This design comes from an exercise in tuning for small area, a short achievable clock period and few clock cycles per item on the open sky130 flow, not from production work. Only simulation tests tie the RTL to the original design; equivalence was not proved. No activity file was given, so power comes from the tool's default toggle rates.

==> v21: inputs <==
Design lstm, start of the top module:
module lstm (inputVec, trainingFlag, clock, reset, newSample, dataoutReady, outputVec);
==> flow/config.mk <==
export PLATFORM = sky130hd
export DESIGN_NAME = lstm
export DESIGN_NICKNAME = lstm
export VERILOG_FILES = /design/flow/design.v
export SDC_FILE = /design/flow/constraint.sdc
export NUM_CORES = 4
export LEC_CHECK = 0
export ABC_CLOCK_PERIOD_IN_PS = 5000
export CAP_MARGIN = 20
export CORE_MARGIN = 2
export CORE_UTILIZATION = 45
export PLACE_DENSITY = 0.6
export SETUP_SLACK_MARGIN = 5
export SLEW_MARGIN = 20
==> flow/constraint.sdc <==
create_clock -name core_clock -period 12.0 [get_ports {clock}]
set_input_delay 2.4000 -clock core_clock [delete_from_list [all_inputs] [get_ports {clock}]]
set_output_delay 2.4000 -clock core_clock [all_outputs]
set_load 0.01 [all_outputs]
standard.sh (not shown) runs the stock make flow with config.mk's settings and CLKGATE_MAP_FILE= SYNTH_SCRIPT=/design/flow/synth_recipe.tcl, a recipe that flattens the netlist after the stock synthesis.
==> flow/flow/run.sh <==
#!/bin/bash
# The standard layout (standard.sh: the standard synthesis and ORFS
# flow, unchanged), with a larger setup-repair margin so that repair_timing
# keeps improving paths past what the 12 ns period alone asks for.
# ORFS writes each step's full log under orfs/logs; make's output goes to
# standard.log here.
bash standard.sh SETUP_SLACK_MARGIN=${FLOW_SETUP_MARGIN:-7.3} finish > standard.log 2>&1
==> inputs of v33, as changes to v21 <==
==> flow/run.sh (new file) <==
#!/bin/bash
# synth_recipe.tcl (not shown) runs the flow's synth.tcl, then flattens the netlist and writes it again
# the make line also repeats each setting of config.mk as NAME=value (left out here)
make -C /OpenROAD-flow-scripts/flow DESIGN_CONFIG=/design/flow/config.mk WORK_HOME=/design/flow/orfs CLKGATE_MAP_FILE= SYNTH_SCRIPT=/design/flow/synth_recipe.tcl finish
removed: flow/flow/run.sh
removed: flow/standard.sh
==> summary of the runs <==
Sequential power is about the same in v21 and v33. In synthesized cell count, v21 and v33 do not differ. Die area is the same in v21 and v33. Non-clock buffer count: v21 is higher than v33 (61). Against v21, the sequential share of layout area of v33 is higher by 0.56 points. Clock power is about the same in v33 and v21.
Testbench counts of v21, summed over its fixed seeds: cycles 13,128, items 320.
Testbench counts of v33, summed over its fixed seeds: cycles 13,128, items 320.


==> inputs of run E <==
Another version of the RTL of lstm (not shown whole).
Settings: LEC_CHECK=0, ABC_CLOCK_PERIOD_IN_PS=5000, CAP_MARGIN=20, CORE_MARGIN=2, CORE_UTILIZATION=45, PLACE_DENSITY=0.6, SETUP_SLACK_MARGIN=5, SLEW_MARGIN=20; clock period 12.0 ns.
run.sh (not shown) runs the stock make flow with config.mk's settings and CLKGATE_MAP_FILE= SYNTH_SCRIPT=/design/flow/synth_recipe.tcl, a recipe that flattens the netlist after the stock synthesis.
Stock flow here: none of the scripts above is used.
==> inputs of run B, as changes to run E <==
--- a/flow/design.v
+++ b/flow/design.v
@@ -129,41 +129,41 @@
     end
     always @(*) begin
         kk_n = 2'd0; en_n = 5'd0;
         case (cnt_p)
             6'd2: begin kk_n = 2'd0; en_n = 5'b00001; end   
-            6'd3: begin kk_n = 2'd1; en_n = 5'b00001; end   
+            6'd3: begin kk_n = 2'd3; en_n = 5'b00001; end   
             6'd4: begin kk_n = 2'd2; en_n = 5'b00001; end   
-            6'd5: begin kk_n = 2'd1; en_n = 5'b00001; end   
-            6'd6: begin kk_n = 2'd1; en_n = 5'b00001; end   
-            6'd7: begin kk_n = 2'd1; en_n = 5'b00011; end   
+            6'd5: begin kk_n = 2'd3; en_n = 5'b00001; end   
+            6'd6: begin kk_n = 2'd3; en_n = 5'b00001; end   
+            6'd7: begin kk_n = 2'd3; en_n = 5'b00011; end   
             6'd8: begin kk_n = 2'd0; en_n = 5'b00001; end   
-            6'd9: begin kk_n = 2'd1; en_n = 5'b00001; end   
+            6'd9: begin kk_n = 2'd3; en_n = 5'b00001; end   
             6'd10: begin kk_n = 2'd0; en_n = 5'b00000; end   
             6'd11: begin kk_n = 2'd2; en_n = 5'b00001; end   
             6'd12: begin kk_n = 2'd0; en_n = 5'b00100; end   
-            6'd13: begin kk_n = 2'd1; en_n = 5'b00001; end   
-            6'd14: begin kk_n = 2'd1; en_n = 5'b00001; end   
-            6'd15: begin kk_n = 2'd1; en_n = 5'b00011; end   
+            6'd13: begin kk_n = 2'd3; en_n = 5'b00001; end   
+            6'd14: begin kk_n = 2'd3; en_n = 5'b00001; end   
+            6'd15: begin kk_n = 2'd3; en_n = 5'b00011; end   
             6'd16: begin kk_n = 2'd0; en_n = 5'b00001; end   
-            6'd17: begin kk_n = 2'd1; en_n = 5'b00001; end   
+            6'd17: begin kk_n = 2'd3; en_n = 5'b00001; end   
             6'd18: begin kk_n = 2'd0; en_n = 5'b00000; end   
             6'd19: begin kk_n = 2'd2; en_n = 5'b00001; end   
             6'd20: begin kk_n = 2'd0; en_n = 5'b00000; end   
-            6'd21: begin kk_n = 2'd1; en_n = 5'b00001; end   
+            6'd21: begin kk_n = 2'd3; en_n = 5'b00001; end   
             6'd22: begin kk_n = 2'd0; en_n = 5'b00100; end   
-            6'd23: begin kk_n = 2'd1; en_n = 5'b00001; end   
-            6'd24: begin kk_n = 2'd1; en_n = 5'b00011; end   
+            6'd23: begin kk_n = 2'd3; en_n = 5'b00001; end   
+            6'd24: begin kk_n = 2'd3; en_n = 5'b00011; end   
             6'd25: begin kk_n = 2'd0; en_n = 5'b00001; end   
-            6'd26: begin kk_n = 2'd1; en_n = 5'b00001; end   
+            6'd26: begin kk_n = 2'd3; en_n = 5'b00001; end   
             6'd27: begin kk_n = 2'd0; en_n = 5'b00000; end   
             6'd28: begin kk_n = 2'd2; en_n = 5'b00001; end   
             6'd29: begin kk_n = 2'd0; en_n = 5'b00000; end   
-            6'd30: begin kk_n = 2'd1; en_n = 5'b00001; end   
+            6'd30: begin kk_n = 2'd3; en_n = 5'b00001; end   
             6'd31: begin kk_n = 2'd0; en_n = 5'b01000; end   
-            6'd32: begin kk_n = 2'd1; en_n = 5'b00001; end   
-            6'd33: begin kk_n = 2'd1; en_n = 5'b00011; end   
+            6'd32: begin kk_n = 2'd3; en_n = 5'b00001; end   
+            6'd33: begin kk_n = 2'd3; en_n = 5'b00011; end   
             6'd35: begin kk_n = 2'd0; en_n = 5'b00000; end   
             6'd36: begin kk_n = 2'd0; en_n = 5'b00000; end   
             6'd37: begin kk_n = 2'd0; en_n = 5'b00100; end   
             6'd38: begin kk_n = 2'd0; en_n = 5'b00000; end   
             6'd40: begin kk_n = 2'd0; en_n = 5'b10000; end   
@@ -180,20 +180,20 @@
             dataoutReady <= busy && cnt == LAST;
             if (busy) busy <= cnt != LAST;
             else busy <= newSample;
         end
     end
-    wire [12:0] h_q [0:3];
+    wire [17:0] h_q [0:3];
     reg  [17:0] xb;
     always @(*) begin
         case (xsrc)
             3'd0:    xb = inputVec[17:0];
             3'd1:    xb = inputVec[35:18];
-            3'd2:    xb = {{5{h_q[0][12]}}, h_q[0]};
-            3'd3:    xb = {{5{h_q[1][12]}}, h_q[1]};
-            3'd4:    xb = {{5{h_q[2][12]}}, h_q[2]};
-            default: xb = {{5{h_q[3][12]}}, h_q[3]};
+            3'd2:    xb = h_q[0];
+            3'd3:    xb = h_q[1];
+            3'd4:    xb = h_q[2];
+            default: xb = h_q[3];
         endcase
     end
     wire [71:0] wrow, brow;
     weightRAM ROM (.addr(waddr), .baddr({waddr[4:3], 3'd6}), .word(wrow), .bias(brow));
     genvar r;
@@ -201,11 +201,11 @@
         for (r = 0; r < 4; r = r + 1) begin : U
             gate LANE (.clock(clock), .reset(reset), .xb(xb),
                        .w_n(wrow[18*r +: 13]), .bias_n(brow[18*r +: 18]),
                        .bsrc_n(bsrc_r), .esrc_n(esrc_r), .psrc_n(psrc_r), .ntanh_n(ntanh_r),
                        .asel_n(asel_n), .kk_n(kk_n), .en_n(en_r), .h(h_q[r]));
-            assign outputVec[18*r +: 18] = {{5{h_q[r][12]}}, h_q[r]};
+            assign outputVec[18*r +: 18] = h_q[r];
         end
     endgenerate
 endmodule
 module gate (clock, reset, xb, w_n, bias_n, bsrc_n, esrc_n, psrc_n, ntanh_n,
              asel_n, kk_n, en_n, h);
@@ -216,11 +216,11 @@
     input      [2:0]  bsrc_n, esrc_n;
     input             psrc_n, ntanh_n;
     input      [1:0]  asel_n;
     input      [1:0]  kk_n;
     input      [4:0]  en_n;
-    output reg [12:0] h;
+    output reg [17:0] h;
     localparam A_XB = 2'd0, A_GV = 2'd1, A_C = 2'd2, A_ZR = 2'd3;
     localparam B_W = 3'd0, B_P2 = 3'd1, B_Y = 3'd2, B_ZR = 3'd3;
     localparam E_ZERO = 3'd0, E_BIAS = 3'd1, E_P1 = 3'd2, E_P0 = 3'd3, E_ZR = 3'd4;
     reg  [2:0]  bsrc, esrc;
     reg         psrc, ntanh;
@@ -281,22 +281,25 @@
     reg  [28:0] S, C;
     always @(posedge clock) begin
         S <= s_n;
         C <= c_n;
     end
-    wire [28:0] K = kk == 2'd1 ? R : kk == 2'd2 ? {R[28:11], 11'd0} : 29'd0;
-    assign Y = S + C + K;
+    wire [28:0] K = {R[28:11] & {18{kk[1]}}, R[10:0] & {11{kk[0]}}};
+    wire [28:0] ks = S ^ C ^ K;
+    wire [28:0] kc = (S & C) | (S & K) | (C & K);
+    wire [28:0] Y3 = ks + {kc[27:0], 1'b0};
+    assign Y = S + C;              
     always @(posedge clock) begin
-        if (en[0]) R  <= Y;
-        if (en[1]) gv <= Y[28:11];
+        if (en[0]) R  <= Y3;
+        if (en[1]) gv <= Y3[28:11];
         if (en[2]) zr <= Y[23:11];
         if (reset) begin
             c <= 18'd0;
-            h <= 13'd0;
+            h <= 18'd0;
         end else begin
             if (en[3]) c <= Y[28:11];
-            if (en[4]) h <= Y[23:11];
+            if (en[4]) h <= Y[28:11];
         end
     end
 endmodule
 module dot_prod (a, bone, btwo, bneg, e, s, c);
     input  [17:0] a;
==> flow/flow/run.sh (new file) <==
#!/bin/bash
# The standard layout (standard.sh: the standard synthesis and ORFS
# flow, unchanged), with a larger setup-repair margin so that repair_timing
# keeps improving paths past what the 12 ns period alone asks for.
# ORFS writes each step's full log under orfs/logs; make's output goes to
# standard.log here.
bash standard.sh SETUP_SLACK_MARGIN=${FLOW_SETUP_MARGIN:-8.4} finish > standard.log 2>&1
==> flow/standard.sh (new file) <==
#!/bin/bash
# synth_recipe.tcl (not shown) runs the flow's synth.tcl, then flattens the netlist and writes it again
# the make line also repeats each setting of config.mk as NAME=value (left out here)
make -C /OpenROAD-flow-scripts/flow DESIGN_CONFIG=/design/flow/config.mk WORK_HOME=/design/flow/orfs CLKGATE_MAP_FILE= SYNTH_SCRIPT=/design/flow/synth_recipe.tcl "${@:-finish}"
Settings changed: ABC_AREA set to 1, ABC_CLOCK_PERIOD_IN_PS 5000 to unset, CORE_UTILIZATION 45 to 60, PLACE_DENSITY 0.6 to 0.75.
removed: flow/run.sh
==> inputs of run K, as changes to run E <==
--- a/flow/design.v
+++ b/flow/design.v
@@ -129,41 +129,41 @@
     end
     always @(*) begin
         kk_n = 2'd0; en_n = 5'd0;
         case (cnt_p)
             6'd2: begin kk_n = 2'd0; en_n = 5'b00001; end   
-            6'd3: begin kk_n = 2'd1; en_n = 5'b00001; end   
+            6'd3: begin kk_n = 2'd3; en_n = 5'b00001; end   
             6'd4: begin kk_n = 2'd2; en_n = 5'b00001; end   
-            6'd5: begin kk_n = 2'd1; en_n = 5'b00001; end   
-            6'd6: begin kk_n = 2'd1; en_n = 5'b00001; end   
-            6'd7: begin kk_n = 2'd1; en_n = 5'b00011; end   
+            6'd5: begin kk_n = 2'd3; en_n = 5'b00001; end   
+            6'd6: begin kk_n = 2'd3; en_n = 5'b00001; end   
+            6'd7: begin kk_n = 2'd3; en_n = 5'b00011; end   
             6'd8: begin kk_n = 2'd0; en_n = 5'b00001; end   
-            6'd9: begin kk_n = 2'd1; en_n = 5'b00001; end   
+            6'd9: begin kk_n = 2'd3; en_n = 5'b00001; end   
             6'd10: begin kk_n = 2'd0; en_n = 5'b00000; end   
             6'd11: begin kk_n = 2'd2; en_n = 5'b00001; end   
             6'd12: begin kk_n = 2'd0; en_n = 5'b00100; end   
-            6'd13: begin kk_n = 2'd1; en_n = 5'b00001; end   
-            6'd14: begin kk_n = 2'd1; en_n = 5'b00001; end   
-            6'd15: begin kk_n = 2'd1; en_n = 5'b00011; end   
+            6'd13: begin kk_n = 2'd3; en_n = 5'b00001; end   
+            6'd14: begin kk_n = 2'd3; en_n = 5'b00001; end   
+            6'd15: begin kk_n = 2'd3; en_n = 5'b00011; end   
             6'd16: begin kk_n = 2'd0; en_n = 5'b00001; end   
-            6'd17: begin kk_n = 2'd1; en_n = 5'b00001; end   
+            6'd17: begin kk_n = 2'd3; en_n = 5'b00001; end   
             6'd18: begin kk_n = 2'd0; en_n = 5'b00000; end   
             6'd19: begin kk_n = 2'd2; en_n = 5'b00001; end   
             6'd20: begin kk_n = 2'd0; en_n = 5'b00000; end   
-            6'd21: begin kk_n = 2'd1; en_n = 5'b00001; end   
+            6'd21: begin kk_n = 2'd3; en_n = 5'b00001; end   
             6'd22: begin kk_n = 2'd0; en_n = 5'b00100; end   
-            6'd23: begin kk_n = 2'd1; en_n = 5'b00001; end   
-            6'd24: begin kk_n = 2'd1; en_n = 5'b00011; end   
+            6'd23: begin kk_n = 2'd3; en_n = 5'b00001; end   
+            6'd24: begin kk_n = 2'd3; en_n = 5'b00011; end   
             6'd25: begin kk_n = 2'd0; en_n = 5'b00001; end   
-            6'd26: begin kk_n = 2'd1; en_n = 5'b00001; end   
+            6'd26: begin kk_n = 2'd3; en_n = 5'b00001; end   
             6'd27: begin kk_n = 2'd0; en_n = 5'b00000; end   
             6'd28: begin kk_n = 2'd2; en_n = 5'b00001; end   
             6'd29: begin kk_n = 2'd0; en_n = 5'b00000; end   
-            6'd30: begin kk_n = 2'd1; en_n = 5'b00001; end   
+            6'd30: begin kk_n = 2'd3; en_n = 5'b00001; end   
             6'd31: begin kk_n = 2'd0; en_n = 5'b01000; end   
-            6'd32: begin kk_n = 2'd1; en_n = 5'b00001; end   
-            6'd33: begin kk_n = 2'd1; en_n = 5'b00011; end   
+            6'd32: begin kk_n = 2'd3; en_n = 5'b00001; end   
+            6'd33: begin kk_n = 2'd3; en_n = 5'b00011; end   
             6'd35: begin kk_n = 2'd0; en_n = 5'b00000; end   
             6'd36: begin kk_n = 2'd0; en_n = 5'b00000; end   
             6'd37: begin kk_n = 2'd0; en_n = 5'b00100; end   
             6'd38: begin kk_n = 2'd0; en_n = 5'b00000; end   
             6'd40: begin kk_n = 2'd0; en_n = 5'b10000; end   
@@ -281,15 +281,18 @@
     reg  [28:0] S, C;
     always @(posedge clock) begin
         S <= s_n;
         C <= c_n;
     end
-    wire [28:0] K = kk == 2'd1 ? R : kk == 2'd2 ? {R[28:11], 11'd0} : 29'd0;
-    assign Y = S + C + K;
+    wire [28:0] K = {R[28:11] & {18{kk[1]}}, R[10:0] & {11{kk[0]}}};
+    wire [28:0] ks = S ^ C ^ K;
+    wire [28:0] kc = (S & C) | (S & K) | (C & K);
+    wire [28:0] Y3 = ks + {kc[27:0], 1'b0};
+    assign Y = S + C;              
     always @(posedge clock) begin
-        if (en[0]) R  <= Y;
-        if (en[1]) gv <= Y[28:11];
+        if (en[0]) R  <= Y3;
+        if (en[1]) gv <= Y3[28:11];
         if (en[2]) zr <= Y[23:11];
         if (reset) begin
             c <= 18'd0;
             h <= 13'd0;
         end else begin
==> flow/flow/run.sh (new file) <==
#!/bin/bash
# The standard layout (standard.sh: the standard synthesis and ORFS
# flow, unchanged), with a larger setup-repair margin so that repair_timing
# keeps improving paths past what the 12 ns period alone asks for.
# ORFS writes each step's full log under orfs/logs; make's output goes to
# standard.log here.
bash standard.sh SETUP_SLACK_MARGIN=${FLOW_SETUP_MARGIN:-8.4} finish > standard.log 2>&1
==> flow/standard.sh (new file) <==
#!/bin/bash
# synth_recipe.tcl (not shown) runs the flow's synth.tcl, then flattens the netlist and writes it again
# the make line also repeats each setting of config.mk as NAME=value (left out here)
make -C /OpenROAD-flow-scripts/flow DESIGN_CONFIG=/design/flow/config.mk WORK_HOME=/design/flow/orfs CLKGATE_MAP_FILE= SYNTH_SCRIPT=/design/flow/synth_recipe.tcl "${@:-finish}"
Settings changed: ABC_AREA set to 1, ABC_CLOCK_PERIOD_IN_PS 5000 to unset.
removed: flow/run.sh
==> inputs of run H, as changes to run E <==
==> flow/flow/run.sh (new file) <==
#!/bin/bash
# The standard layout (standard.sh: the standard synthesis and ORFS
# flow, unchanged), with a larger setup-repair margin so that repair_timing
# keeps improving paths past what the 12 ns period alone asks for.
# ORFS writes each step's full log under orfs/logs; make's output goes to
# standard.log here.
bash standard.sh SETUP_SLACK_MARGIN=${FLOW_SETUP_MARGIN:-7.8} finish > standard.log 2>&1
==> flow/standard.sh (new file) <==
#!/bin/bash
# synth_recipe.tcl (not shown) runs the flow's synth.tcl, then flattens the netlist and writes it again
# the make line also repeats each setting of config.mk as NAME=value (left out here)
make -C /OpenROAD-flow-scripts/flow DESIGN_CONFIG=/design/flow/config.mk WORK_HOME=/design/flow/orfs CLKGATE_MAP_FILE= SYNTH_SCRIPT=/design/flow/synth_recipe.tcl "${@:-finish}"
removed: flow/run.sh
==> summary of the runs <==
Run B finished clean. Run E completed with no timing, DRC or antenna violations. Run K finished clean. Run H finished clean. Via count: run B > run K > run H > run E. Worst hold slack, lowest first: run K, run B, run E, run H. Of run H and run B, run H has the higher critical path depth (gap 2). In sequential power, run B and run K hardly differ. Between run K and run B, the lower cell count is in run B (gap about 4%, measured against run B). In cell area, run B and run K hardly differ.
Testbench counts of run E, summed over its fixed seeds: cycles 13,128, items 320.
Testbench counts of run B, summed over its fixed seeds: cycles 13,128, items 320.
Testbench counts of run K, summed over its fixed seeds: cycles 13,128, items 320.
Testbench counts of run H, summed over its fixed seeds: cycles 13,128, items 320.

[afterwards: timing with drivers on the ports]
In the flow no input, the clock included, has a driving cell. The finished layouts below were timed again as built, in two steps. Step 1 assumes that a clkbuf_16 drives the clock port and a buf_2 every other input. Step 2 adds t to the input delays and takes it off the output delays; t is the mean of the earliest and latest rising clock arrival at the registers after step 1. Input paths then give back, and output paths get back, about the clock's delay inside the block. Three values: ideal, step 1, step 2; two values: the first two.
run | t, ns | slack for setup (ns) | worst setup path at the end | latest minus earliest clock arrival (ns) | slew at the worst register clock pin (ns)
v21 | 0.769 | 7.352 / 7.352 / 6.849 | input to register | 0.028 / 0.028 | 0.07 / 0.07
v33 | 0.764 | 6.354 / 6.354 / 6.255 | input to register | 0.029 / 0.029 | 0.07 / 0.07
run E | 0.784 | 6.470 / 6.470 / 6.470 | register to register | 0.032 / 0.031 | 0.07 / 0.07
run B | 0.792 | 8.322 / 8.241 / 7.634 | input to register | 0.033 / 0.033 | 0.07 / 0.07
run K | 0.809 | 8.222 / 8.127 / 7.558 | input to register | 0.047 / 0.048 | 0.07 / 0.07
run H | 0.801 | 7.569 / 7.569 / 7.089 | input to register | 0.043 / 0.043 | 0.07 / 0.07
After both steps every run listed still meets setup and hold. The setup slack of run B, which loses most, moves by -0.081 ns with the drivers and by -0.688 ns with both steps.
